Source: an optimization exercise on an open RTL-to-GDS flow (aim: small area). Production flows keep margins and buffers that such runs may drop. No functional check of the RTL was part of any run shown here. Power is estimated from default activity; no workload was simulated.

**flow/run.sh**
```bash
#!/bin/bash
# Layout: the standard ORFS flow, with the port buffers made of buf_1
# cells, a clock tree of clkbuf_8 cells without dummy loads, and power
# recovery (downsizing of non-critical cells) after CTS.
set -euo pipefail
bash standard.sh \
  "BUFFER_PORTS_ARGS=-buffer_cell sky130_fd_sc_hd__buf_1" \
  "CTS_ARGS=-sink_clustering_enable -repair_clock_nets -buf_list sky130_fd_sc_hd__clkbuf_8 -root_buf sky130_fd_sc_hd__clkbuf_8 -sink_clustering_size 20 -sink_clustering_max_diameter 60 -dont_use_dummy_load" \
  RECOVER_POWER=100 \
  finish > flow.log 2>&1
```
**standard.sh**
```bash
#!/bin/bash
# synth_recipe.tcl (not shown) runs the flow's synth.tcl, then flattens the netlist and writes it again
# the make line also repeats each setting of config.mk as NAME=value (left out here)
make -C /OpenROAD-flow-scripts/flow DESIGN_CONFIG=/design/flow/config.mk WORK_HOME=/design/flow/orfs CLKGATE_MAP_FILE= SYNTH_SCRIPT=/design/flow/synth_recipe.tcl "${@:-finish}"
```
**config.mk**
```make
export PLATFORM = sky130hd
export DESIGN_NAME = tamagotchi_top
export DESIGN_NICKNAME = tamagotchi_top
export VERILOG_FILES = /design/flow/design.v
export SDC_FILE = /design/flow/constraint.sdc
export NUM_CORES = 4
export LEC_CHECK = 0
export CAP_MARGIN = 20
export CORE_MARGIN = 2
export CORE_UTILIZATION = 40
export SLEW_MARGIN = 20
```
**constraint.sdc**
```tcl
create_clock -name core_clock -period 10.0 [get_ports {clk}]
set_input_delay 2.0000 -clock core_clock [delete_from_list [all_inputs] [get_ports {clk}]]
set_output_delay 2.0000 -clock core_clock [all_outputs]
set_load 0.01 [all_outputs]
```
**design.v**
```verilog
module tamagotchi_top (
    input        clk,
    input        reset,        
    input        btn_salud,    
    input        btn_ali,      
    input        btn_reset,    
    input        btn_test,     
    input        ult,          
    input        gyro,         
    output       rs,
    output       rw,
    output       enable,
    output [7:0] data,
    output [6:0] seg_display,
    output       clk_out,
    output       an,
    output       tstled
);
    reg [4:0] div;
    always @(posedge clk) begin
        if (!reset) div <= 5'd0;
        else        div <= div + 5'd1;
    end
    assign clk_out = div[4];
    assign enable  = div[2];
    wire fsm_tick = (div == 5'b01111);
    wire lcd_tick = (div[2:0] == 3'b011);
    wire [3:0] display_out;
    wire [1:0] display_out2;
    tamagotchi_fsm U_tamagotchi (
        .clk(clk),
        .reset(reset),
        .tick(fsm_tick),
        .btn_salud(btn_salud),
        .btn_ali(btn_ali),
        .ult(ult),
        .gyro(gyro),
        .btn_reset(btn_reset),
        .btn_test(btn_test),
        .display_out(display_out),
        .display_out2(display_out2),
        .seg_display(seg_display),
        .an(an),
        .tstled(tstled)
    );
    bucleEspera U_bucleEspera (
        .clk(clk),
        .reset(reset),
        .tick(lcd_tick),
        .select_figures(display_out),
        .sleep(display_out2),
        .rs(rs),
        .rw(rw),
        .data(data)
    );
endmodule
module tamagotchi_fsm (
    input wire btn_salud,
    input wire btn_ali,
    input wire ult,
    input wire gyro,
    input wire btn_reset,
    input wire btn_test,
    input wire clk,
    input wire reset,    
    input wire tick,     
    output wire [3:0] display_out,
    output reg  [1:0] display_out2,
    output wire [6:0] seg_display,
    output wire an,
    output wire tstled
    );
    reg [3:0] nivel_salud, nivel_energia, nivel_hambre, nivel_diversion;
    reg [4:0] timer_salud, timer_energia, timer_hambre, timer_diversion;
    reg [7:0] timer_diversion2, timer_energia2;
    function [4:0] step5;
        input [4:0] t;
        step5 = {t[3:0], ~(t[4] ^ t[2])};
    endfunction
    function [7:0] step8;
        input [7:0] t;
        step8 = {t[6:0], ~(t[7] ^ t[5] ^ t[4] ^ t[3]) ^ (t[6:0] == 7'h7f)};
    endfunction
    localparam [4:0] T24 = 5'b10100;
    localparam [7:0] T6 = 8'h3D, T12 = 8'h43;
    reg energia_tst, diversion_tst;    
    reg test_mode, dead_mode;
    reg d3, d1, d0;                    
    reg [3:0] seg_lvl;                 
    wire d2 = (seg_lvl >= 4'd5);
    assign display_out = {d3, d2, d1, d0};
    assign an = 1'b0;
    assign tstled = ~test_mode;
    wire R = ~btn_reset;
    wire T = ~btn_test;
    wire S = ~btn_salud;
    wire A = ~btn_ali;
    wire U = ult;
    wire G = ~gyro;             
    wire tm = test_mode;
    wire dm = dead_mode;
    wire nrm = ~dm & ~tm;       
    wire s1 = (nivel_salud == 4'd1);
    wire e1 = (nivel_energia == 4'd1);
    wire h1 = (nivel_hambre == 4'd1);
    wire v1 = (nivel_diversion == 4'd1);
    wire disp0000 = (display_out == 4'b0000);
    wire disp0100 = (display_out == 4'b0100);
    wire disp0010 = (display_out == 4'b0010);
    wire disp0110 = (display_out == 4'b0110);
    wire disp0011 = (display_out == 4'b0011);
    wire disp0111 = (display_out == 4'b0111);
    wire disp0001 = (display_out == 4'b0001);
    wire disp0101 = (display_out == 4'b0101);
    wire tv_ok = ~(timer_diversion2[7:2] == 6'd0 && timer_diversion2[1:0] != 2'b10);    
    wire te_ok = ~(timer_energia2[7:2] == 6'd0 && timer_energia2[1:0] != 2'b10);
    wire tv_fire = tm & U & (diversion_tst ? disp0111 : disp0011) & tv_ok;   
    wire te_fire = tm & G & (energia_tst ? disp0101 : disp0001) & te_ok;    
    wire s_inc = nrm & S & (nivel_salud < 4'd5 ? disp0000 : (nivel_salud != 4'd10 & disp0100));
    wire h_inc = nrm & A & (nivel_hambre < 4'd5 ? disp0010 : (nivel_hambre != 4'd10 & disp0110));
    wire v_inc = nrm & U & (timer_diversion2 == T6) &
                 (nivel_diversion < 4'd5 ? disp0011 : (nivel_diversion != 4'd10 & disp0111));
    wire e_inc = nrm & G & (display_out2 == 2'b01) & (timer_energia2 == T12) & (nivel_energia != 4'd10);
    wire s_dec = ~tm & (timer_salud == T24) & ~s1;
    wire h_dec = ~tm & (timer_hambre == T24) & ~h1;
    wire v_dec = ~tm & (timer_diversion == T24) & ~v1;
    wire e_run = ~tm & ~G & ~dm;        
    wire e_dec = e_run & (timer_energia == T24) & ~e1;
    wire act = tm | ~dm;                 
    always @(posedge clk) begin
        if (!reset) begin
            nivel_salud <= 4'd3;
            nivel_energia <= 4'd4;
            nivel_hambre <= 4'd5;
            nivel_diversion <= 4'd6;
            timer_salud <= 0;
            timer_energia <= 0;
            timer_hambre <= 0;
            timer_diversion <= 0;
            timer_diversion2 <= 0;
            timer_energia2 <= 0;
            d3 <= 1'b1; d1 <= 1'b0; d0 <= 1'b0;
            display_out2 <= 2'b00;
            dead_mode <= 1'b0;
            test_mode <= 1'b0;
            seg_lvl <= 4'd0;
            energia_tst <= 1'b0;
            diversion_tst <= 1'b0;
        end else if (tick) begin
            if (tm & S & ~s1 & disp0100)      nivel_salud <= 4'd1;
            else if (tm & S & s1 & disp0000)  nivel_salud <= 4'd10;
            else if (s_dec)                   nivel_salud <= nivel_salud - 4'd1;
            else if (s_inc)                   nivel_salud <= nivel_salud + 4'd1;
            else if (T)                       nivel_salud <= 4'd1;
            else if (R)                       nivel_salud <= 4'd8;
            if (tm & A & ~h1 & disp0110)      nivel_hambre <= 4'd1;
            else if (tm & A & h1 & disp0010)  nivel_hambre <= 4'd10;
            else if (h_dec)                   nivel_hambre <= nivel_hambre - 4'd1;
            else if (h_inc)                   nivel_hambre <= nivel_hambre + 4'd1;
            else if (T)                       nivel_hambre <= 4'd1;
            else if (R)                       nivel_hambre <= 4'd8;
            if (tv_fire)                      nivel_diversion <= diversion_tst ? 4'd1 : 4'd10;
            else if (v_dec)                   nivel_diversion <= nivel_diversion - 4'd1;
            else if (v_inc)                   nivel_diversion <= nivel_diversion + 4'd1;
            else if (T)                       nivel_diversion <= 4'd1;
            else if (R)                       nivel_diversion <= 4'd8;
            if (te_fire)                      nivel_energia <= energia_tst ? 4'd1 : 4'd10;
            else if (e_dec)                   nivel_energia <= nivel_energia - 4'd1;
            else if (e_inc)                   nivel_energia <= nivel_energia + 4'd1;
            else if (T)                       nivel_energia <= 4'd1;
            else if (R)                       nivel_energia <= 4'd8;
            if (~tm)                          timer_salud <= (timer_salud == T24 | s1) ? 5'd0 : step5(timer_salud);
            else if (R)                       timer_salud <= 5'd0;
            if (~tm)                          timer_hambre <= (timer_hambre == T24 | h1) ? 5'd0 : step5(timer_hambre);
            else if (R)                       timer_hambre <= 5'd0;
            if (~tm)                          timer_diversion <= (timer_diversion == T24 | v1) ? 5'd0 : step5(timer_diversion);
            else if (R)                       timer_diversion <= 5'd0;
            if (e_run)                        timer_energia <= (timer_energia == T24 | e1) ? 5'd0 : step5(timer_energia);
            else if (R)                       timer_energia <= 5'd0;
            if (tv_fire | v_inc)              timer_diversion2 <= 8'd0;
            else if (U & act)                 timer_diversion2 <= step8(timer_diversion2);
            if (te_fire | e_inc)              timer_energia2 <= 8'd0;
            else if (G & act)                 timer_energia2 <= step8(timer_energia2);
            if (tv_fire)                      diversion_tst <= ~diversion_tst;
            else if (R)                       diversion_tst <= 1'b0;
            if (te_fire)                      energia_tst <= ~energia_tst;
            else if (R)                       energia_tst <= 1'b0;
            if (act & G)                      {d3, d1, d0} <= 3'b001;
            else if (act & U)                 {d3, d1, d0} <= 3'b011;
            else if (act & A)                 {d3, d1, d0} <= 3'b010;
            else if (act & S)                 {d3, d1, d0} <= 3'b000;
            else if (R)                       {d3, d1, d0} <= 3'b100;
            if (~tm & ~G)                     display_out2 <= dm ? 2'b11 : 2'b00;
            else if (nrm & G)                 display_out2 <= 2'b01;
            else if (R | T)                   display_out2 <= 2'b00;
            if (T)                            test_mode <= 1'b1;
            else if (R)                       test_mode <= 1'b0;
            if (s1 & e1 & h1 & v1 & ~tm)      dead_mode <= 1'b1;
            else if (R | T)                   dead_mode <= 1'b0;
            case (display_out[1:0])
                2'b00: seg_lvl <= nivel_salud;
                2'b01: seg_lvl <= nivel_energia;
                2'b10: seg_lvl <= nivel_hambre;
                default: seg_lvl <= nivel_diversion;
            endcase
        end
    end
    localparam [111:0] SEG_TABLE = 112'b1111111111111111111111111111111111100010000010000000000011110000000010001001000110010110000010010011110011111111;
    assign seg_display = SEG_TABLE[seg_lvl * 7 +: 7];
endmodule
module bucleEspera (
    input clk,
    input reset,                  
    input tick,                   
    input [3:0] select_figures,
    input [1:0] sleep,
    output reg rs,
    output rw,
    output reg [7:0] data
);
localparam M_INIT   = 3'd0;   
localparam M_CC0    = 3'd1;   
localparam M_SV     = 3'd2;   
localparam M_CREATE = 3'd3;   
localparam M_CC1    = 3'd4;   
localparam M_SCW    = 3'd5;   
localparam M_WAIT   = 3'd6;   
localparam C_ZERO = 3'd2, C_FELIZ = 3'd3, C_TRISTE = 3'd1, C_NEUTRO = 3'd0,
           C_DORMIDO = 3'd4, C_MUERTO = 3'd5;
localparam L_ZERO = 3'd0, L_SALUD = 3'd6, L_ENERGIA = 3'd2, L_COMIDA = 3'd5,
           L_DIVERSION = 3'd4, L_ZZZ = 3'd3, L_MUERTE = 3'd7;
reg [2:0] mode;
reg [5:0] n;
reg t;
reg change;
reg [2:0] sel1, sel2;
wire [4:0] row;
glyph_rom U_rom (.s1(sel1), .s2(sel2), .n(n), .ch(change), .q(row));
assign rw = 1'b0;
always @(*) begin
    rs = 1'b0;
    data = 8'h00;
    case (mode)
        M_INIT: case (n[1:0])
            2'd1: data = 8'h38;
            2'd2: data = 8'h0C;
            2'd3: data = 8'h01;
            default: data = 8'h00;
        endcase
        M_CC0, M_SV: data = 8'h01;
        M_CREATE: if (!t) data = {2'b01, n[5:3], 3'b000};
                  else begin rs = 1'b1; data = {3'b000, row}; end
        M_CC1: data = 8'h0C;
        M_SCW: if (!t) data = {1'b1, n[2], 3'b000, change, n[1:0]};
               else begin rs = 1'b1; data = {5'b00000, n[2:0]}; end
        M_WAIT: if (!t) rs = 1'b1;
                else data = 8'hC4;
        default: ;
    endcase
end
always @(posedge clk) begin
    if (!reset) begin
        mode <= M_INIT;
        n <= 6'd0;
        t <= 1'b0;
        change <= 1'b0;
        sel1 <= C_ZERO;
        sel2 <= L_ZERO;
    end else if (tick) begin
        case (mode)
            M_INIT: begin
                if (n[1:0] == 2'd3) begin
                    mode <= M_CC0; n <= 6'd0;
                end else n <= n + 6'd1;
            end
            M_CC0: begin
                mode <= M_SV;
                if (sleep == 2'b01) begin
                    sel1 <= C_DORMIDO; sel2 <= L_ZZZ;
                end else if (sleep == 2'b11) begin
                    sel1 <= C_MUERTO; sel2 <= L_MUERTE;
                end else begin
                    case (select_figures[3:2])
                        2'b01: sel1 <= C_FELIZ;
                        2'b00: sel1 <= C_TRISTE;
                        2'b10: sel1 <= C_NEUTRO;
                        default: ;
                    endcase
                    if (select_figures[3:2] == 2'b10) sel2 <= L_ZERO;
                    else case (select_figures[1:0])
                        2'b00: sel2 <= L_SALUD;
                        2'b01: sel2 <= L_ENERGIA;
                        2'b10: sel2 <= L_COMIDA;
                        default: sel2 <= L_DIVERSION;
                    endcase
                end
            end
            M_SV: begin
                mode <= M_CREATE; n <= 6'd0; t <= 1'b0;
            end
            M_CREATE: begin
                if (!t) t <= 1'b1;
                else if (n == 6'd62) begin
                    mode <= M_CC1; n <= 6'd0; t <= 1'b0;
                end else begin
                    n <= n + 6'd1;
                    if (n[2:0] == 3'd7) t <= 1'b0;
                end
            end
            M_CC1: begin
                mode <= M_SCW; n <= 6'd0; t <= 1'b0;
            end
            M_SCW: begin
                if (!t) t <= 1'b1;
                else begin
                    t <= 1'b0;
                    if (n[2:0] == 3'd7) begin
                        mode <= M_WAIT; n <= 6'd0; change <= ~change;
                    end else n <= n + 6'd1;
                end
            end
            M_WAIT: begin
                if (!t) begin
                    if (n == 6'd25) begin
                        mode <= M_CC0; n <= 6'd0;
                    end else t <= 1'b1;
                end else begin
                    t <= 1'b0; n <= n + 6'd1;
                end
            end
            default: mode <= M_INIT;
        endcase
    end
end
endmodule
module glyph_rom(s1, s2, n, ch, q);
  input [2:0] s1;
  wire [2:0] s1;
  input [2:0] s2;
  wire [2:0] s2;
  input [5:0] n;
  wire [5:0] n;
  input ch;
  wire ch;
  output [4:0] q;
  wire [4:0] q;
  wire _000_;
  wire _001_;
  wire _002_;
  wire _003_;
  wire _004_;
  wire _005_;
  wire _006_;
  wire _007_;
  wire _008_;
  wire _009_;
  wire _010_;
  wire _011_;
  wire _012_;
  wire _013_;
  wire _014_;
  wire _015_;
  wire _016_;
  wire _017_;
  wire _018_;
  wire _019_;
  wire _020_;
  wire _021_;
  wire _022_;
  wire _023_;
  wire _024_;
  wire _025_;
  wire _026_;
  wire _027_;
  wire _028_;
  wire _029_;
  wire _030_;
  wire _031_;
  wire _032_;
  wire _033_;
  wire _034_;
  wire _035_;
  wire _036_;
  wire _037_;
  wire _038_;
  wire _039_;
  wire _040_;
  wire _041_;
  wire _042_;
  wire _043_;
  wire _044_;
  wire _045_;
  wire _046_;
  wire _047_;
  wire _048_;
  wire _049_;
  wire _050_;
  wire _051_;
  wire _052_;
  wire _053_;
  wire _054_;
  wire _055_;
  wire _056_;
  wire _057_;
  wire _058_;
  wire _059_;
  wire _060_;
  wire _061_;
  wire _062_;
  wire _063_;
  wire _064_;
  wire _065_;
  wire _066_;
  wire _067_;
  wire _068_;
  wire _069_;
  wire _070_;
  wire _071_;
  wire _072_;
  wire _073_;
  wire _074_;
  wire _075_;
  wire _076_;
  wire _077_;
  wire _078_;
  wire _079_;
  wire _080_;
  wire _081_;
  wire _082_;
  wire _083_;
  wire _084_;
  wire _085_;
  wire _086_;
  wire _087_;
  wire _088_;
  wire _089_;
  wire _090_;
  wire _091_;
  wire _092_;
  wire _093_;
  wire _094_;
  wire _095_;
  wire _096_;
  wire _097_;
  wire _098_;
  wire _099_;
  wire _100_;
  wire _101_;
  wire _102_;
  wire _103_;
  wire _104_;
  wire _105_;
  wire _106_;
  wire _107_;
  wire _108_;
  wire _109_;
  wire _110_;
  wire _111_;
  wire _112_;
  wire _113_;
  wire _114_;
  wire _115_;
  wire _116_;
  wire _117_;
  wire _118_;
  wire _119_;
  wire _120_;
  wire _121_;
  wire _122_;
  wire _123_;
  wire _124_;
  wire _125_;
  wire _126_;
  wire _127_;
  wire _128_;
  wire _129_;
  wire _130_;
  wire _131_;
  wire _132_;
  wire _133_;
  wire _134_;
  wire _135_;
  wire _136_;
  wire _137_;
  wire _138_;
  wire _139_;
  wire _140_;
  wire _141_;
  wire _142_;
  wire _143_;
  wire _144_;
  wire _145_;
  wire _146_;
  wire _147_;
  wire _148_;
  wire _149_;
  wire _150_;
  wire _151_;
  wire _152_;
  wire _153_;
  wire _154_;
  wire _155_;
  wire _156_;
  wire _157_;
  wire _158_;
  wire _159_;
  wire _160_;
  wire _161_;
  wire _162_;
  wire _163_;
  wire _164_;
  wire _165_;
  wire _166_;
  wire _167_;
  wire _168_;
  wire _169_;
  wire _170_;
  wire _171_;
  wire _172_;
  wire _173_;
  wire _174_;
  wire _175_;
  wire _176_;
  wire _177_;
  wire _178_;
  wire _179_;
  wire _180_;
  wire _181_;
  wire _182_;
  wire _183_;
  wire _184_;
  wire _185_;
  wire _186_;
  wire _187_;
  wire _188_;
  wire _189_;
  wire _190_;
  wire _191_;
  wire _192_;
  wire _193_;
  wire _194_;
  wire _195_;
  wire _196_;
  wire _197_;
  wire _198_;
  wire _199_;
  wire _200_;
  wire _201_;
  wire _202_;
  wire _203_;
  wire _204_;
  wire _205_;
  wire _206_;
  wire _207_;
  wire _208_;
  wire _209_;
  wire _210_;
  wire _211_;
  wire _212_;
  wire _213_;
  wire _214_;
  wire _215_;
  wire _216_;
  wire _217_;
  wire _218_;
  wire _219_;
  wire _220_;
  wire _221_;
  wire _222_;
  wire _223_;
  wire _224_;
  wire _225_;
  wire _226_;
  wire _227_;
  wire _228_;
  wire _229_;
  wire _230_;
  wire _231_;
  wire _232_;
  wire _233_;
  wire _234_;
  wire _235_;
  wire _236_;
  wire _237_;
  wire _238_;
  wire _239_;
  wire _240_;
  wire _241_;
  wire _242_;
  wire _243_;
  wire _244_;
  wire _245_;
  wire _246_;
  wire _247_;
  wire _248_;
  wire _249_;
  wire _250_;
  wire _251_;
  wire _252_;
  wire _253_;
  wire _254_;
  wire _255_;
  wire _256_;
  wire _257_;
  wire _258_;
  wire _259_;
  wire _260_;
  wire _261_;
  wire _262_;
  wire _263_;
  wire _264_;
  wire _265_;
  wire _266_;
  wire _267_;
  wire _268_;
  wire _269_;
  wire _270_;
  wire _271_;
  wire _272_;
  wire _273_;
  wire _274_;
  wire _275_;
  wire _276_;
  wire _277_;
  wire _278_;
  wire _279_;
  wire _280_;
  wire _281_;
  wire _282_;
  wire _283_;
  wire _284_;
  wire _285_;
  wire _286_;
  wire _287_;
  wire _288_;
  wire _289_;
  wire _290_;
  wire _291_;
  wire _292_;
  wire _293_;
  wire _294_;
  wire _295_;
  wire _296_;
  wire _297_;
  wire _298_;
  wire _299_;
  wire _300_;
  wire _301_;
  wire _302_;
  wire _303_;
  wire _304_;
  wire _305_;
  wire _306_;
  wire _307_;
  wire _308_;
  wire _309_;
  wire _310_;
  wire _311_;
  wire _312_;
  wire _313_;
  wire _314_;
  wire _315_;
  wire _316_;
  wire _317_;
  wire _318_;
  wire _319_;
  wire _320_;
  wire _321_;
  wire _322_;
  wire _323_;
  wire _324_;
  wire _325_;
  wire _326_;
  wire _327_;
  wire _328_;
  wire _329_;
  wire _330_;
  wire _331_;
  wire _332_;
  wire _333_;
  wire _334_;
  wire _335_;
  wire _336_;
  wire _337_;
  wire _338_;
  wire _339_;
  wire _340_;
  wire _341_;
  wire _342_;
  wire _343_;
  wire _344_;
  wire _345_;
  wire _346_;
  wire _347_;
  wire _348_;
  wire _349_;
  wire _350_;
  wire _351_;
  wire _352_;
  wire _353_;
  wire _354_;
  wire _355_;
  wire _356_;
  wire _357_;
  wire _358_;
  wire _359_;
  wire _360_;
  wire _361_;
  wire _362_;
  wire _363_;
  wire _364_;
  wire _365_;
  wire _366_;
  wire _367_;
  wire _368_;
  wire _369_;
  wire _370_;
  wire _371_;
  wire _372_;
  wire _373_;
  wire _374_;
  wire _375_;
  wire _376_;
  wire _377_;
  wire _378_;
  wire _379_;
  wire _380_;
  wire _381_;
  wire _382_;
  wire _383_;
  wire _384_;
  wire _385_;
  wire _386_;
  wire _387_;
  wire _388_;
  wire _389_;
  wire _390_;
  wire _391_;
  wire _392_;
  wire _393_;
  wire _394_;
  wire _395_;
  wire _396_;
  wire _397_;
  wire _398_;
  wire _399_;
  wire _400_;
  wire _401_;
  wire _402_;
  wire _403_;
  wire _404_;
  assign _090_ = 4'h8 >> { n[0], n[1] };
  assign _100_ = 4'h8 >> { _090_, n[2] };
  assign _111_ = 4'h1 >> n[4:3];
  assign _122_ = 4'h8 >> n[4:3];
  assign _133_ = 4'h1 >> { _122_, _111_ };
  assign _144_ = 4'h8 >> { _133_, n[5] };
  assign _155_ = 4'h8 >> { _144_, _100_ };
  assign _166_ = 4'h2 >> { _155_, s2[0] };
  assign _176_ = 4'h4 >> n[4:3];
  assign _187_ = 4'h8 >> { n[5], n[2] };
  assign _198_ = 4'h4 >> { n[0], n[1] };
  assign _209_ = 4'h8 >> { _198_, n[5] };
  assign _220_ = 4'h1 >> { n[0], n[1] };
  assign _231_ = 4'h8 >> { _220_, n[2] };
  assign _241_ = 4'h1 >> { _231_, _209_ };
  assign _252_ = 4'h1 >> { _241_, _187_ };
  assign _263_ = 4'h4 >> { n[5], n[2] };
  assign _274_ = 4'h8 >> { _263_, n[1] };
  assign _285_ = 4'h1 >> { n[5], n[2] };
  assign _296_ = 4'h8 >> { _285_, _198_ };
  assign _306_ = 4'h1 >> { _296_, _274_ };
  assign _317_ = 4'h4 >> { _306_, _252_ };
  assign _328_ = 4'h2 >> { _317_, _176_ };
  assign _339_ = 4'h2 >> { _328_, _166_ };
  assign _348_ = 4'h2 >> n[4:3];
  assign _349_ = 4'h4 >> { _348_, _285_ };
  assign _350_ = 4'h2 >> { _349_, _339_ };
  assign _351_ = 4'h4 >> { n[5], n[0] };
  assign _352_ = 4'h1 >> { _351_, n[4] };
  assign _353_ = 4'h4 >> { n[4], n[0] };
  assign _354_ = 4'h2 >> { _353_, n[1] };
  assign _355_ = 4'h4 >> { _354_, _352_ };
  assign _356_ = 4'h2 >> { _355_, s2[0] };
  assign _357_ = 4'h1 >> { _356_, _350_ };
  assign _358_ = 4'h2 >> n[3:2];
  assign _359_ = 4'h8 >> { _358_, _355_ };
  assign _360_ = 4'h2 >> { _359_, _357_ };
  assign _361_ = 4'h4 >> n[3:2];
  assign _362_ = 4'h2 >> { n[0], n[1] };
  assign _363_ = 4'h8 >> { _362_, _361_ };
  assign _364_ = 4'h8 >> { _363_, n[4] };
  assign _365_ = 4'h2 >> { n[1], n[2] };
  assign _366_ = 4'h2 >> { _187_, _176_ };
  assign _367_ = 4'h8 >> { _348_, _209_ };
  assign _368_ = 4'h1 >> { _367_, _366_ };
  assign _369_ = 4'h2 >> { _368_, _365_ };
  assign _370_ = 4'h1 >> { _369_, _364_ };
  assign _371_ = 4'h4 >> { _370_, _360_ };
  assign _372_ = 4'h4 >> { _366_, _090_ };
  assign _373_ = 4'h4 >> { _372_, _306_ };
  assign _374_ = 4'h2 >> { n[5], n[2] };
  assign _375_ = 4'h8 >> { _374_, _348_ };
  assign _376_ = 4'h8 >> { _375_, _198_ };
  assign _377_ = 4'h1 >> { _376_, s2[0] };
  assign _378_ = 4'h4 >> { _377_, _373_ };
  assign _379_ = 4'h1 >> { n[4], n[0] };
  assign _380_ = 4'h2 >> { n[5], n[1] };
  assign _381_ = 4'h8 >> { _380_, _361_ };
  assign _382_ = 4'h4 >> { _381_, _379_ };
  assign _383_ = 4'h4 >> { _361_, n[1] };
  assign _384_ = 4'h4 >> n[5:4];
  assign _385_ = 4'h8 >> { _384_, n[0] };
  assign _386_ = 4'h8 >> { _385_, _383_ };
  assign _387_ = 4'h1 >> { _386_, _382_ };
  assign _388_ = 4'h8 >> { _387_, _378_ };
  assign _389_ = 4'h8 >> { ch, s2[2] };
  assign _390_ = 4'h4 >> { _389_, s2[1] };
  assign _391_ = 4'h4 >> { _390_, _388_ };
  assign _392_ = 4'h4 >> { _391_, _371_ };
  assign _393_ = 4'h2 >> s2[2:1];
  assign _394_ = 4'h8 >> { _393_, ch };
  assign _395_ = 4'h2 >> { _365_, n[4] };
  assign _396_ = 4'h1 >> { _395_, s2[0] };
  assign _397_ = 4'h2 >> { _396_, _394_ };
  assign _398_ = 4'h1 >> { _374_, _351_ };
  assign _399_ = 4'h1 >> { _398_, n[3] };
  assign _400_ = 4'h4 >> { _399_, s2[0] };
  assign _401_ = 4'h1 >> { n[5], n[3] };
  assign _402_ = 4'h8 >> { n[5], n[3] };
  assign _403_ = 4'h1 >> { _402_, _401_ };
  assign _404_ = 4'h8 >> { _220_, n[5] };
  assign _000_ = 4'h1 >> { _404_, _252_ };
  assign _001_ = 4'h2 >> { _000_, _403_ };
  assign _002_ = 4'h1 >> { _001_, _400_ };
  assign _003_ = 4'h4 >> { _403_, n[2] };
  assign _004_ = 4'h2 >> { _003_, _002_ };
  assign _005_ = 4'h2 >> { _004_, _351_ };
  assign _006_ = 4'h8 >> { _380_, s2[0] };
  assign _007_ = 4'h8 >> { _006_, _363_ };
  assign _008_ = 4'h8 >> { _374_, n[3] };
  assign _009_ = 4'h8 >> { _008_, n[0] };
  assign _010_ = 4'h2 >> { s2[0], n[0] };
  assign _011_ = 4'h8 >> { _010_, _401_ };
  assign _012_ = 4'h1 >> { _011_, _009_ };
  assign _013_ = 4'h4 >> { _012_, _007_ };
  assign _014_ = 4'h4 >> { _013_, _005_ };
  assign _015_ = 4'h2 >> { _014_, _397_ };
  assign _016_ = 4'h4 >> { _209_, s1[1] };
  assign _017_ = 4'h4 >> { s1[0], n[0] };
  assign _018_ = 4'h2 >> s1[1:0];
  assign _019_ = 4'h1 >> { _018_, n[2] };
  assign _020_ = 4'h1 >> { _019_, _017_ };
  assign _021_ = 4'h4 >> { _020_, _016_ };
  assign _022_ = 4'h4 >> { _021_, _380_ };
  assign _023_ = 4'h2 >> { _022_, _176_ };
  assign _024_ = 4'h1 >> { _023_, s1[2] };
  assign _025_ = 4'h4 >> { _111_, n[2] };
  assign _026_ = 4'h2 >> { _025_, n[5] };
  assign _027_ = 4'h1 >> { _026_, n[0] };
  assign _028_ = 4'h8 >> { _348_, _100_ };
  assign _029_ = 4'h1 >> { n[4], n[2] };
  assign _030_ = 4'h2 >> { _029_, n[3] };
  assign _031_ = 4'h2 >> { _030_, _220_ };
  assign _032_ = 4'h8 >> { _176_, _090_ };
  assign _033_ = 4'h8 >> { n[4], n[2] };
  assign _034_ = 4'h8 >> { _033_, _198_ };
  assign _035_ = 4'h1 >> { _034_, _032_ };
  assign _036_ = 4'h4 >> { _035_, _031_ };
  assign _037_ = 4'h4 >> { _036_, _028_ };
  assign _038_ = 4'h4 >> { _037_, _027_ };
  assign _039_ = 4'h1 >> { _374_, _263_ };
  assign _040_ = 4'h8 >> { s1[0], n[1] };
  assign _041_ = 4'h4 >> { _040_, _039_ };
  assign _042_ = 4'h2 >> { _041_, _038_ };
  assign _043_ = 4'h8 >> { _041_, n[0] };
  assign _044_ = 4'h2 >> { _043_, s1[2] };
  assign _045_ = 4'h4 >> { _044_, _042_ };
  assign _046_ = 4'h1 >> { _045_, _024_ };
  assign _047_ = 4'h8 >> { _220_, s1[1] };
  assign _048_ = 4'h1 >> { _047_, s1[2] };
  assign _049_ = 4'h4 >> { _048_, _383_ };
  assign _050_ = 4'h1 >> { _049_, _122_ };
  assign _051_ = 4'h2 >> { _050_, _038_ };
  assign _052_ = 4'h4 >> { _380_, n[2] };
  assign _053_ = 4'h8 >> { _052_, _348_ };
  assign _054_ = 4'h8 >> { _383_, n[4] };
  assign _055_ = 4'h8 >> { n[0], n[2] };
  assign _056_ = 4'h4 >> { _055_, _122_ };
  assign _057_ = 4'h1 >> { _056_, n[5] };
  assign _058_ = 4'h4 >> { _057_, _054_ };
  assign _059_ = 4'h4 >> { _058_, _053_ };
  assign _060_ = 4'h2 >> { s1[2], s1[0] };
  assign _061_ = 4'h2 >> { _060_, s1[1] };
  assign _062_ = 4'h1 >> { _061_, ch };
  assign _063_ = 4'h4 >> { _062_, _059_ };
  assign _064_ = 4'h4 >> { _063_, _051_ };
  assign _065_ = 4'h4 >> { _064_, _046_ };
  assign _066_ = 4'h2 >> { _285_, _122_ };
  assign _067_ = 4'h2 >> { _066_, _339_ };
  assign _068_ = 4'h8 >> { _389_, s2[1] };
  assign _069_ = 4'h8 >> { _285_, _090_ };
  assign _070_ = 4'h2 >> { _069_, _133_ };
  assign _071_ = 4'h8 >> { _404_, _361_ };
  assign _072_ = 4'h1 >> { _071_, _052_ };
  assign _073_ = 4'h2 >> { _072_, _070_ };
  assign _074_ = 4'h2 >> n[5:4];
  assign _075_ = 4'h8 >> { _074_, n[0] };
  assign _076_ = 4'h8 >> { _353_, n[1] };
  assign _077_ = 4'h8 >> { _076_, n[5] };
  assign _078_ = 4'h1 >> { _077_, _075_ };
  assign _079_ = 4'h2 >> { _078_, _361_ };
  assign _080_ = 4'h8 >> { _198_, _176_ };
  assign _081_ = 4'h8 >> { _080_, _187_ };
  assign _082_ = 4'h1 >> { _081_, s2[0] };
  assign _083_ = 4'h4 >> { _082_, _079_ };
  assign _084_ = 4'h4 >> { _083_, _073_ };
  assign _085_ = 4'h2 >> { _084_, _068_ };
  assign _086_ = 4'h4 >> { _085_, _067_ };
  assign _087_ = 4'h4 >> { _402_, n[1] };
  assign _088_ = 4'h1 >> { _008_, _274_ };
  assign _089_ = 4'h4 >> { _088_, _087_ };
  assign _091_ = 4'h4 >> { _394_, s2[0] };
  assign _092_ = 4'h8 >> { _091_, n[4] };
  assign _093_ = 4'h4 >> { _092_, _089_ };
  assign _094_ = 4'h1 >> { _093_, _086_ };
  assign _095_ = 4'h4 >> { _094_, _065_ };
  assign _096_ = 4'h4 >> { _095_, _015_ };
  assign q[3] = 4'hb >> { _096_, _392_ };
  assign _097_ = 4'h4 >> { _187_, n[0] };
  assign _098_ = 4'h8 >> { _198_, s1[2] };
  assign _099_ = 4'h4 >> { _098_, _187_ };
  assign _101_ = 4'h1 >> { _099_, _097_ };
  assign _102_ = 4'h1 >> { _101_, s1[0] };
  assign _103_ = 4'h1 >> { _187_, _090_ };
  assign _104_ = 4'h2 >> { _103_, _045_ };
  assign _105_ = 4'h4 >> { _220_, s1[0] };
  assign _106_ = 4'h1 >> { _105_, _252_ };
  assign _107_ = 4'h4 >> { _106_, _104_ };
  assign _108_ = 4'h1 >> { _107_, _102_ };
  assign _109_ = 4'h8 >> { _209_, s1[0] };
  assign _110_ = 4'h1 >> { _055_, _220_ };
  assign _112_ = 4'h1 >> { s1[1], n[0] };
  assign _113_ = 4'h2 >> { _112_, _365_ };
  assign _114_ = 4'h1 >> { _113_, _110_ };
  assign _115_ = 4'h1 >> { _114_, _109_ };
  assign _116_ = 4'h1 >> { _115_, s1[2] };
  assign _117_ = 4'h2 >> { _116_, _070_ };
  assign _118_ = 4'h4 >> { _117_, _108_ };
  assign _119_ = 4'h1 >> { _220_, n[5] };
  assign _120_ = 4'h1 >> { _119_, _231_ };
  assign _121_ = 4'h4 >> { _120_, _144_ };
  assign _123_ = 4'h2 >> { _121_, _062_ };
  assign _124_ = 4'h4 >> { _123_, _118_ };
  assign _125_ = 4'h1 >> { _001_, _100_ };
  assign _126_ = 4'h1 >> { _125_, n[3] };
  assign _127_ = 4'h1 >> { n[0], n[2] };
  assign _128_ = 4'h4 >> { _127_, _403_ };
  assign _129_ = 4'h8 >> { _348_, _198_ };
  assign _130_ = 4'h1 >> { _404_, _385_ };
  assign _131_ = 4'h4 >> { _130_, _129_ };
  assign _132_ = 4'h4 >> { _131_, _128_ };
  assign _134_ = 4'h4 >> { _132_, _126_ };
  assign _135_ = 4'h8 >> { _134_, _366_ };
  assign _136_ = 4'h2 >> { _135_, _166_ };
  assign _137_ = 4'h8 >> { _252_, _122_ };
  assign _138_ = 4'h8 >> { n[1], n[2] };
  assign _139_ = 4'h8 >> { _138_, _351_ };
  assign _140_ = 4'h1 >> { _139_, _069_ };
  assign _141_ = 4'h2 >> { _140_, _176_ };
  assign _142_ = 4'h8 >> { _383_, n[0] };
  assign _143_ = 4'h1 >> { _142_, s2[0] };
  assign _145_ = 4'h4 >> { _143_, _141_ };
  assign _146_ = 4'h4 >> { _145_, _137_ };
  assign _147_ = 4'h2 >> { _146_, _068_ };
  assign _148_ = 4'h4 >> { _147_, _136_ };
  assign _149_ = 4'h1 >> { _011_, _006_ };
  assign _150_ = 4'h1 >> { _149_, _013_ };
  assign _151_ = 4'h2 >> { _150_, _002_ };
  assign _152_ = 4'h2 >> { _151_, _397_ };
  assign _153_ = 4'h1 >> { _032_, _363_ };
  assign _154_ = 4'h1 >> n[5:4];
  assign _156_ = 4'h1 >> { _154_, _033_ };
  assign _157_ = 4'h4 >> { _156_, _153_ };
  assign _158_ = 4'h1 >> { _033_, _029_ };
  assign _159_ = 4'h2 >> { n[5], n[3] };
  assign _160_ = 4'h1 >> { _159_, _158_ };
  assign _161_ = 4'h1 >> { _160_, _166_ };
  assign _162_ = 4'h1 >> { _161_, _157_ };
  assign _163_ = 4'h4 >> { _090_, n[4] };
  assign _164_ = 4'h1 >> { _158_, _076_ };
  assign _165_ = 4'h4 >> { _164_, _163_ };
  assign _167_ = 4'h2 >> { _165_, _378_ };
  assign _168_ = 4'h2 >> { _167_, _390_ };
  assign _169_ = 4'h4 >> { _168_, _162_ };
  assign _170_ = 4'h1 >> { _169_, _152_ };
  assign _171_ = 4'h4 >> { _170_, _148_ };
  assign q[2] = 4'hb >> { _171_, _124_ };
  assign _172_ = 4'h8 >> { _384_, _363_ };
  assign _173_ = 4'h8 >> { _052_, _372_ };
  assign _174_ = 4'h8 >> { _361_, _090_ };
  assign _175_ = 4'h8 >> { _174_, _074_ };
  assign _177_ = 4'h1 >> { _175_, _173_ };
  assign _178_ = 4'h8 >> { _177_, _166_ };
  assign _179_ = 4'h4 >> { _178_, _357_ };
  assign _180_ = 4'h1 >> { _179_, _358_ };
  assign _181_ = 4'h1 >> { _180_, _137_ };
  assign _182_ = 4'h4 >> { _375_, n[1] };
  assign _183_ = 4'h1 >> { _182_, s2[0] };
  assign _184_ = 4'h1 >> { _380_, _209_ };
  assign _185_ = 4'h1 >> { _184_, n[3] };
  assign _186_ = 4'h8 >> { _374_, _362_ };
  assign _188_ = 4'h1 >> { _186_, _185_ };
  assign _189_ = 4'h2 >> { _188_, n[4] };
  assign _190_ = 4'h2 >> { _189_, _183_ };
  assign _191_ = 4'h1 >> { _190_, _379_ };
  assign _192_ = 4'h4 >> { _191_, _181_ };
  assign _193_ = 4'h1 >> { _192_, _172_ };
  assign _194_ = 4'h2 >> { _193_, _390_ };
  assign _195_ = 4'h8 >> { _112_, _358_ };
  assign _196_ = 4'h2 >> { _021_, _348_ };
  assign _197_ = 4'h1 >> { _196_, _195_ };
  assign _199_ = 4'h4 >> { _197_, _134_ };
  assign _200_ = 4'h1 >> { _199_, _045_ };
  assign _201_ = 4'h2 >> { _198_, n[5] };
  assign _202_ = 4'h2 >> { _201_, s1[2] };
  assign _203_ = 4'h2 >> { _202_, n[4] };
  assign _204_ = 4'h8 >> { s1[0], n[4] };
  assign _205_ = 4'h2 >> { _204_, _056_ };
  assign _206_ = 4'h1 >> { _403_, s1[2] };
  assign _207_ = 4'h1 >> { _206_, _128_ };
  assign _208_ = 4'h4 >> { _207_, _205_ };
  assign _210_ = 4'h4 >> { _208_, _203_ };
  assign _211_ = 4'h8 >> { _111_, n[1] };
  assign _212_ = 4'h4 >> { _074_, n[1] };
  assign _213_ = 4'h1 >> { _212_, _211_ };
  assign _214_ = 4'h8 >> { _213_, _062_ };
  assign _215_ = 4'h4 >> { _214_, _210_ };
  assign _216_ = 4'h4 >> { _215_, _200_ };
  assign _217_ = 4'h1 >> { _164_, _156_ };
  assign _218_ = 4'h1 >> { _075_, _384_ };
  assign _219_ = 4'h4 >> { _263_, n[1] };
  assign _221_ = 4'h2 >> { _219_, _218_ };
  assign _222_ = 4'h1 >> { _221_, _138_ };
  assign _223_ = 4'h1 >> { _222_, _217_ };
  assign _224_ = 4'h8 >> { _091_, _133_ };
  assign _225_ = 4'h4 >> { _224_, _223_ };
  assign _226_ = 4'h2 >> { _072_, _353_ };
  assign _227_ = 4'h8 >> { _129_, _285_ };
  assign _228_ = 4'h1 >> { _227_, _172_ };
  assign _229_ = 4'h8 >> { _228_, _082_ };
  assign _230_ = 4'h4 >> { _229_, _226_ };
  assign _232_ = 4'h2 >> { _230_, _068_ };
  assign _233_ = 4'h1 >> { _232_, _225_ };
  assign _234_ = 4'h1 >> { _233_, _350_ };
  assign _235_ = 4'h8 >> { _006_, _394_ };
  assign _236_ = 4'h8 >> { _235_, _188_ };
  assign _237_ = 4'h1 >> { _236_, _234_ };
  assign _238_ = 4'h4 >> { _237_, _216_ };
  assign q[1] = 4'hb >> { _238_, _194_ };
  assign _239_ = 4'h8 >> { _119_, _066_ };
  assign _240_ = 4'h1 >> { _071_, _367_ };
  assign _242_ = 4'h4 >> { _240_, _239_ };
  assign _243_ = 4'h4 >> { _242_, _173_ };
  assign _244_ = 4'h4 >> { _243_, _360_ };
  assign _245_ = 4'h1 >> { _138_, _198_ };
  assign _246_ = 4'h2 >> { _245_, _366_ };
  assign _247_ = 4'h1 >> { _172_, _053_ };
  assign _248_ = 4'h4 >> { _247_, _246_ };
  assign _249_ = 4'h8 >> { _248_, _183_ };
  assign _250_ = 4'h2 >> { _249_, _390_ };
  assign _251_ = 4'h4 >> { _250_, _244_ };
  assign _253_ = 4'h4 >> { _156_, n[3] };
  assign _254_ = 4'h4 >> { _253_, _134_ };
  assign _255_ = 4'h2 >> { _156_, _134_ };
  assign _256_ = 4'h1 >> { _018_, _231_ };
  assign _257_ = 4'h4 >> { _018_, _090_ };
  assign _258_ = 4'h1 >> { _257_, s1[2] };
  assign _259_ = 4'h4 >> { _258_, _256_ };
  assign _260_ = 4'h1 >> { _122_, _100_ };
  assign _261_ = 4'h4 >> { _260_, _259_ };
  assign _262_ = 4'h8 >> { _261_, _402_ };
  assign _264_ = 4'h1 >> { _380_, _353_ };
  assign _265_ = 4'h8 >> { _264_, _062_ };
  assign _266_ = 4'h4 >> { _265_, _003_ };
  assign _267_ = 4'h4 >> { _266_, _262_ };
  assign _268_ = 4'h4 >> { _267_, _255_ };
  assign _269_ = 4'h4 >> { _268_, _254_ };
  assign _270_ = 4'h2 >> { n[0], n[3] };
  assign _271_ = 4'h2 >> { _270_, _052_ };
  assign _272_ = 4'h1 >> { _271_, _139_ };
  assign _273_ = 4'h1 >> { _231_, n[1] };
  assign _275_ = 4'h8 >> { _273_, _399_ };
  assign _276_ = 4'h2 >> { _275_, _272_ };
  assign _277_ = 4'h2 >> { _276_, _224_ };
  assign _278_ = 4'h1 >> { _174_, _008_ };
  assign _279_ = 4'h8 >> { _263_, _090_ };
  assign _280_ = 4'h1 >> { _279_, _404_ };
  assign _281_ = 4'h1 >> { _280_, n[3] };
  assign _282_ = 4'h8 >> { _281_, _033_ };
  assign _283_ = 4'h8 >> { _218_, _174_ };
  assign _284_ = 4'h1 >> { _375_, s2[0] };
  assign _286_ = 4'h4 >> { _284_, _283_ };
  assign _287_ = 4'h4 >> { _286_, _282_ };
  assign _288_ = 4'h1 >> { _287_, _178_ };
  assign _289_ = 4'h1 >> { _288_, _278_ };
  assign _290_ = 4'h8 >> { _296_, _133_ };
  assign _291_ = 4'h8 >> { _288_, _278_ };
  assign _292_ = 4'h1 >> { _291_, _290_ };
  assign _293_ = 4'h4 >> { _292_, _289_ };
  assign _294_ = 4'h2 >> { _052_, _166_ };
  assign _295_ = 4'h2 >> { _294_, _068_ };
  assign _297_ = 4'h4 >> { _295_, _293_ };
  assign _298_ = 4'h1 >> { _297_, _277_ };
  assign _299_ = 4'h4 >> { _298_, _269_ };
  assign q[0] = 4'hb >> { _299_, _251_ };
  assign _300_ = 4'h1 >> { _008_, s2[1] };
  assign _301_ = 4'h1 >> { _300_, _287_ };
  assign _302_ = 4'h2 >> { _285_, s2[1] };
  assign _303_ = 4'h1 >> { _186_, _372_ };
  assign _304_ = 4'h1 >> { _303_, _089_ };
  assign _305_ = 4'h8 >> { _074_, _198_ };
  assign _307_ = 4'h1 >> { _305_, _071_ };
  assign _308_ = 4'h4 >> { _307_, _304_ };
  assign _309_ = 4'h1 >> { _308_, _302_ };
  assign _310_ = 4'h1 >> { _309_, _301_ };
  assign _311_ = 4'h8 >> { _231_, _144_ };
  assign _312_ = 4'h4 >> { _279_, _111_ };
  assign _313_ = 4'h1 >> { _138_, _362_ };
  assign _314_ = 4'h2 >> { _313_, _074_ };
  assign _315_ = 4'h1 >> { _314_, _312_ };
  assign _316_ = 4'h4 >> { _315_, _311_ };
  assign _318_ = 4'h2 >> { _316_, _310_ };
  assign _319_ = 4'h2 >> { _318_, _178_ };
  assign _320_ = 4'h4 >> { _310_, _178_ };
  assign _321_ = 4'h2 >> { _320_, _389_ };
  assign _322_ = 4'h4 >> { _321_, _319_ };
  assign _323_ = 4'h8 >> { _201_, _176_ };
  assign _324_ = 4'h2 >> { _119_, n[3] };
  assign _325_ = 4'h8 >> { _324_, _089_ };
  assign _326_ = 4'h1 >> { _325_, _323_ };
  assign _327_ = 4'h8 >> { s1[2], s1[0] };
  assign _329_ = 4'h8 >> { _327_, _365_ };
  assign _330_ = 4'h2 >> { _329_, _261_ };
  assign _331_ = 4'h1 >> { _330_, _326_ };
  assign _332_ = 4'h8 >> { _003_, _385_ };
  assign _333_ = 4'h8 >> { _080_, _374_ };
  assign _334_ = 4'h1 >> { _333_, _227_ };
  assign _335_ = 4'h4 >> { _334_, _332_ };
  assign _336_ = 4'h4 >> { _335_, _331_ };
  assign _337_ = 4'h2 >> { _336_, _062_ };
  assign _338_ = 4'h8 >> { _187_, n[3] };
  assign _340_ = 4'h2 >> { _338_, _272_ };
  assign _341_ = 4'h1 >> { _340_, s2[0] };
  assign _342_ = 4'h1 >> { _270_, _008_ };
  assign _343_ = 4'h2 >> { _342_, _006_ };
  assign _344_ = 4'h1 >> { _343_, _281_ };
  assign _345_ = 4'h4 >> { _344_, _341_ };
  assign _346_ = 4'h2 >> { _345_, _397_ };
  assign _347_ = 4'h1 >> { _346_, _337_ };
  assign q[4] = 4'hb >> { _347_, _322_ };
endmodule
```
==> results_dict.tcl, run 1 <==
set metrics [dict create \
    status "failed layout checks" \
    so_faults "capacitance limit, slew limit" \
    synth-edff-count 0 \
    pre_cts_ws_ps 4960 \
    cp-end-kind "output port" \
    synth.distinct_cells 89 \
    drc 0 \
    hold_start "div[0]" \
    top_usage_layer "met1" \
    core-area_mm2 0.0180 \
    rows 49 \
    synth_seq_cells 87 \
    critPathKind "reg2out" \
    clock_tree.root_cell "clkbuf_8" \
    relSlewSlack_pct -110 \
    antenna_cells 0 \
    wl_um 24800 \
    critPathRequiredTime_ps 8000 \
    switching_share_pct 26.1 \
    clockBufferDepth 2 \
    async_flop_share_pct 0 \
    ys_warn_count 3 \
    grt_usage_pct 24.7 \
    worstPathMaxFanout 21 \
    power.density_mw_per_mm2 78.5 \
    cts_htree_levels 3 \
    clock_power_share_pct 32.7 \
    cts_hold_buffers 0 \
    combinationalPowerShare_pct 8.9 \
    use_met1_pct 35.5 \
    rsz0062_at_grt "no" \
    antenna_found_initial 0 \
    setup-violations-final 0 \
    fin_area_mm2 0.00765 \
    grt_pass1_vias 6907 \
    finalSetupTns_ps 0 \
    grt_pass1_wl_um 38600 \
    finClkSkew_ps 31.9 \
    power.switching_uw 157 \
    gp_congestion 1.04 \
    synthCells 1008 \
    ant_nets 0 \
    start_kind "flop" \
    yosysTopAreaCell "dfxtp_1" \
    vias 7890 \
    cts.clk_slew.worst_paths_ps 100 \
    synth.area.top_cells "dfxtp_1, ha_1, nor2_1" \
    die_h_um 140 \
    ys_seq_area_share_pct 23.7 \
    hold_class "reg2reg" \
    cts_resized 0 \
    detail_route.wl_per_cell_um 20.4 \
    tightestPinTransition_ps 3150 \
    holdWs_ps 450 \
    cp-startpoint "U_bucleEspera.n[0]" \
    cellLeakagePower_uw 0.00257 \
    via_per_inst 6.49 \
    dpl.hpwl_um 17700 \
    io_buffers 26 \
    grt_overflow 0 \
    use_met3_pct 5.68 \
    grt_max_degree 68 \
    drv_cap 1 \
    min_period_over_period_pct 61.3 \
    chipWidth_um 140 \
    cts_sinks 87 \
    start_util_pct 40.8 \
    p_int_uw 444 \
    postSynthAreaPerCell_um2 7.30 \
    syn_area_mm2 0.00736 \
    hold_viol 0 \
    drt_iter0_drc 1081 \
    grt_use_met2_pct 35.3 \
    crit_arrival_ps 4130 \
    final_max_slew_viol_count 68 \
    tritoncts "done" \
    max_freq_ghz 0.163 \
    die_area_mm2 0.0195 \
    timing.rr.start "div[0]" \
    cts_buffers 9 \
    ir_drop_v 0.0000643 \
    pwr-share-seq_pct 58.4 \
    synth_top_flop_cell "dfxtp_1" \
    clk_latency_ps 380 \
    layout.nets 1040 \
    fin_ws_ps 3870 \
    synth_top_area_share_pct 23.7 \
    layout-drive-gt1-share_pct 3.45 \
    area_delta_synth_final_pct 3.93 \
    drt_pass1_iterations 7 \
    period_minus_slack_ps 6130 \
    placed_cell_area_mm2 0.00756 \
    cts_setup_buffers 0 \
    io_pins 29 \
]
## power groups by stage
stage	clock network [uW]	logic, uW	registers [uW]
global placement	0	52.8	359
finish	196	53.3	351
floorplan	0	34.7	358
CTS	204	52.1	351
detailed placement	0	51.7	359
global route	219	56.7	351
## sequential cells by signal, summed over array words and instances (netlist names), 4 cells and up
name                           cells
U_tamagotchi.seg_lvl               4
U_tamagotchi.nivel_diversion       4
U_tamagotchi.timer_energia         5
U_tamagotchi.nivel_salud           4
U_tamagotchi.nivel_hambre          4
U_tamagotchi.timer_diversion       5
U_tamagotchi.timer_hambre          5
U_tamagotchi.nivel_energia         4
div                                5
U_bucleEspera.n                    6
U_tamagotchi.timer_salud           5
U_tamagotchi.timer_diversion2      8
U_tamagotchi.timer_energia2        8
## area by class of cell
cell class	instances	area, um^2
Clock buffer	9	124
Tap cell	229	287
Inverter	50	188
Timing Repair Buffer	37	169
Sequential cell	87	1740
Multi-Input combinational cell	803	5140
Fill cell	1901	10400
## layer usage
metal	part of all wire (%)	up-vias
li1	-	3678
met1	46	3729
met2	42	399
met3	8.4	84
met4	4.1	0
met5	0	-
## cells in the final DEF, fill, tap and decap left out, drive strengths merged, types with 12 or more instances in the layout
master,n
nor2,130
nand2,94
dfxtp,87
o21ai,75
a21oi,58
a22oi,49
inv,47
ha,44
buf,33
nand3,25
nor3,23
a31oi,21
nor2b,18
mux2i,14
xnor2,14
clkbuf,13
o31ai,12
## Yosys cell counts (all sizes together) (6+ instances only)
master	count
o31ai	12
and2	11
o21a	11
a21o	6
a22oi	49
nor2b	18
nand3	25
o2111ai	6
nand2	94
nand2b	10
mux2i	14
nor4	7
nor3	23
o22ai	7
buf	13
a21oi	58
xnor2	14
nand4	7
a31oi	21
or3	9
inv	48
clkbuf	56
o21ai	75
a211oi	9
nor2	130
ha	44
and3	9
dfxtp	87
a221oi	10
o211ai	9
## cell families after synthesis
family / after synthesis / synth area share (%)
adder cells (fa/ha/maj): 44 / 7.48
buffers and inverters: 119 / 6.31
multiplexers: 21 / 3.79
other: 1 / 0.0509
AO/OA/AOI/OAI: 343 / 32.2
flip-flops: 87 / 23.7
AND/OR/NAND/NOR: 375 / 24.4
XOR/XNOR: 18 / 2.14
## worst paths after layout
| kind | to | depth (start not counted) | slack, ps |
|---|---|---|---|
| hold / removal | div[0] | 1 | 450 |
| setup reg to reg | U_tamagotchi.timer_energia2[5] | 9 | 6470 |
| hold reg to reg | div[0] | 1 | 450 |
| setup / recovery | data[0] | 10 | 3870 |
## worst max-delay path: stages, from the launching register on
cell and delay [ps]:
dfxtp_1 330, clkbuf_1 860, ha_1 710, nor2b_1 200
o21ai_0 100, o22a_1 250, a211oi_1 290, a21oi_1 100
a2111oi_0 650, o21ai_1 120, buf_1 150
## stage by stage
| step | cells | total power (uW) | util [%] |
|---|---|---|---|
| 6_report | 1215 | 600 | 42.4 |
| 4_1_cts | 1215 | 607 | 42.6 |
| 3_5_place_dp | 1206 | 410 | 41.9 |
| 2_1_floorplan | 1009 | 393 | - |
| 5_1_grt | 1215 | 627 | 42.4 |
| 3_3_place_gp | 1206 | 411 | 41.9 |
==> run 2, diff against run 1 <==
==> flow/run.sh (replaced) <==
#!/bin/bash
# Layout: the standard ORFS flow, with the port buffers made of buf_1
# cells, a clock tree of clkbuf_8 cells without dummy loads, and power
# recovery (downsizing of non-critical cells) after CTS.
set -euo pipefail
bash standard.sh \
  "BUFFER_PORTS_ARGS=-buffer_cell sky130_fd_sc_hd__buf_1" \
  "CTS_ARGS=-sink_clustering_enable -repair_clock_nets -buf_list sky130_fd_sc_hd__clkbuf_8 -root_buf sky130_fd_sc_hd__clkbuf_8 -sink_clustering_size 14 -sink_clustering_max_diameter 50 -dont_use_dummy_load" \
  RECOVER_POWER=100 \
  finish > flow.log 2>&1
--- a/config.mk
+++ b/config.mk
@@ -7,5 +7,5 @@
 export LEC_CHECK = 0
 export CAP_MARGIN = 20
 export CORE_MARGIN = 2
-export CORE_UTILIZATION = 40
+export CORE_UTILIZATION = 65
 export SLEW_MARGIN = 20
==> run 2 against run 1 <==
Still fails the layout checks on capacitance limit, slew limit. Wire length shrank 3.5%. Highest routed layer unchanged. Count of clock-buffer cells in the layout is the same. Die area shrank 37%. Critical path depth is the same. Global-route usage grew 13 points. Largest cell class unchanged.
==> results_dict.tcl, run 2 <==
set metrics [dict create \
    via_per_inst 7.30 \
    die_h_um 110 \
    grt_pass1_vias 7474 \
    cts_setup_buffers 0 \
    yosysTopAreaCell "dfxtp_1" \
    tritoncts "done" \
    grt_overflow 0 \
    io_pins 29 \
    critPathKind "reg2out" \
    p_int_uw 444 \
    detail_route.wl_per_cell_um 21.3 \
    finClkSkew_ps 22.4 \
    final_util_pct 68.8 \
    combinationalPowerShare_pct 8.8 \
    switching_share_pct 25.8 \
    synth_commonest_cells "nor2_1, nand2_1, dfxtp_1, o21ai_0, a21oi_1" \
    area_delta_synth_final_pct 2.21 \
    cellLeakagePower_uw 0.00257 \
    ys_seq_area_share_pct 23.7 \
    gp_congestion 1.14 \
    dpl.hpwl_um 16900 \
    syn_area_mm2 0.00736 \
    tightestPinTransition_ps 2820 \
    hold_viol 0 \
    synth-edff-count 0 \
    cts_htree_levels 3 \
    io_buffers 26 \
    antenna_cells 0 \
    worstPathMaxFanout 21 \
    synth_top_area_share_pct 23.7 \
    drt_pass1_iterations 6 \
    relSlewSlack_pct -88.2 \
    rows 38 \
    min_period_over_period_pct 59.2 \
    synthCells 1008 \
    hold_start "div[0]" \
    wl_um 23900 \
    crit_arrival_ps 3920 \
    synth.distinct_cells 89 \
    vias 8200 \
    final_common_cell "nor2_1" \
    die_area_mm2 0.0122 \
    rsz0062_at_grt "no" \
    period_minus_slack_ps 5920 \
    ir_drop_v 0.000110 \
    regArea_mm2 0.00174 \
    clock_power_share_pct 32.6 \
    drv_cap 1 \
    ys_warn_count 3 \
    synth.most_common_cell "nor2_1" \
    largestRegisters "U_tamagotchi.timer_diversion2: 8 flops, U_tamagotchi.timer_energia2: 8 flops, U_bucleEspera.n: 6 flops" \
    grt_usage_pct 37.7 \
    setup-violations-final 0 \
    critPathRequiredTime_ps 8000 \
    drt_iter0_drc 1451 \
    synth_seq_cells 87 \
    core-area_mm2 0.0109 \
    layout.nets 1038 \
    n_fill_cell 885 \
    cts_sinks 87 \
    drc 0 \
    grt_pass1_wl_um 38200 \
    multi_input_area_mm2 0.00514 \
    cp-end-kind "output port" \
    clk_latency_ps 370 \
    antenna_found_initial 0 \
    start_util_pct 67.3 \
    grt_max_degree 65 \
    power.density_mw_per_mm2 79.5 \
    chipWidth_um 110 \
    reg2reg_to "U_tamagotchi.timer_energia2[6]" \
    max_freq_ghz 0.169 \
    layout-drive-gt1-share_pct 3.25 \
    min_to "div[0]" \
    synth_top_flop_cell "dfxtp_1" \
    final_max_slew_viol_count 65 \
    cts_buffers 9 \
    clockBufferDepth 2 \
    finalSetupTns_ps 0 \
    cts_resized 0 \
    ant_nets 0 \
    hold_class "reg2reg" \
    status "failed layout checks" \
    cts.clk_slew.worst_paths_ps 80 \
    postSynthAreaPerCell_um2 7.30 \
    timing.rr.start "div[0]" \
    clock_tree.root_cell "clkbuf_8" \
    min_path_cells 1 \
    synth.area.top_cells "dfxtp_1, ha_1, nor2_1" \
    r2r_slack_ps 6450 \
    so_faults "capacitance limit, slew limit" \
    start_kind "flop" \
    power.switching_uw 154 \
    cts_hold_buffers 0 \
    r2r_cells 9 \
    pwr-share-seq_pct 58.6 \
    layout_common_cells "nor2_1, nand2_1, dfxtp_1" \
    async_flop_share_pct 0 \
]
## run 2: cell counts after synthesis
No cell type changed its count.
## run 2: power groups by stage
stage / Clock, uW / Combinational (uW) / Sequential, uW
after floorplan: 0 / 34.7 / 358
after global placement: 0 / 49.5 / 358
after detailed placement: 0 / 49.6 / 358
after CTS: 195 / 49.9 / 350
after global routing: 207 / 55.1 / 351
final: 195 / 52.6 / 350
## run 2: final cells by class
type / instances / share of cell area [%]
clock buffer: 9 / 1.65
inverter: 50 / 2.49
multi-input combinational: 803 / 68.3
sequential: 87 / 23.1
tap: 140 / 2.33
timing repair buffer: 35 / 2.05
## run 2: worst max-delay path by stage
stage	end	from	slack, ps	cells past startpoint
after floorplan	data[0]	U_bucleEspera.n[1]	5360	10
after global placement	data[0]	U_bucleEspera.n[4]	4960	10
after detailed placement	data[0]	U_bucleEspera.n[4]	4860	10
after CTS	data[0]	U_bucleEspera.n[4]	4470	10
after global routing	data[0]	U_bucleEspera.n[0]	3900	10
final	data[0]	U_bucleEspera.n[0]	4080	10
## run 2: critical path, stage by stage (launching register included)
cell and delay (ps):
dfxtp_1 330, clkbuf_1 790, ha_1 710, nor2b_1 200, o21ai_0 110, o22a_1 280
a211oi_1 250, a21oi_1 60, a2111oi_0 550, o21ai_1 120, buf_1 140
## run 2: stage by stage
stage | area [um^2] | instances | hold WS, ps | setup slack [ps] | power, uW
final | 7520 | 1124 | 452 | 4080 | 598
after global routing | 7520 | 1124 | 482 | 3900 | 613
after CTS | 7550 | 1124 | 460 | 4470 | 595
after detailed placement | 7430 | 1115 | 445 | 4860 | 408
after global placement | 7430 | 1115 | 427 | 4960 | 408
after floorplan | 7370 | 1009 | 418 | 5360 | 393
## run 2: layer usage
| metal | vias up | wire, um | track usage [%] |
|---|---|---|---|
| met1 | 3754 | 9670 | 52.2 |
| li1 | 3675 | - | - |
| met2 | 640 | 10100 | 55.5 |
| met5 | - | 0 | 0 |
| met3 | 131 | 3260 | 10.7 |
| met4 | 0 | 933 | 14.8 |
## run 2: logic make-up (layout without fill, tap and decap cells)
family                     count (synthesis)  in the layout  share of synthesized area (%)
adders and majority gates                 44             44                           7.48
muxes                                     21             21                           3.79
AOI/OAI and AO/OA                        343            343                           32.2
DFF                                       87             87                           23.7
buffers and inverters                    119             94                           6.31
and+or+nand+nor                          375            375                           24.4
other                                      1              2                         0.0509
xor gates and xnor gates                  18             18                           2.14

-- port drivers added, routing unchanged --
The flow's constraints put no driver on any port. The routed layouts listed below were extracted and timed again, unchanged, in two steps.
Step 1: set_driving_cell puts a clkbuf_16 on clk and a buf_2 on each other input, an assumption about the parent block.
Step 2 moves the port delays by t, midway between the first and last clock arrival at a register: inputs arrive t later, outputs are due t later. That takes back most of the time a late clock gives input paths.
a / b / c = ideal ports / drivers / drivers and shift; a / b = the first two.
run	t, ns	slack for setup (ns)	worst slew at a driven data input, ns
run 1	0.406	3.872 / 3.832 / 4.239	0.03
run 2	0.395	4.080 / 4.044 / 4.068	0.03
The setup slack of run 2, which loses most, moves by -0.036 ns with the drivers and by -0.012 ns with both steps.
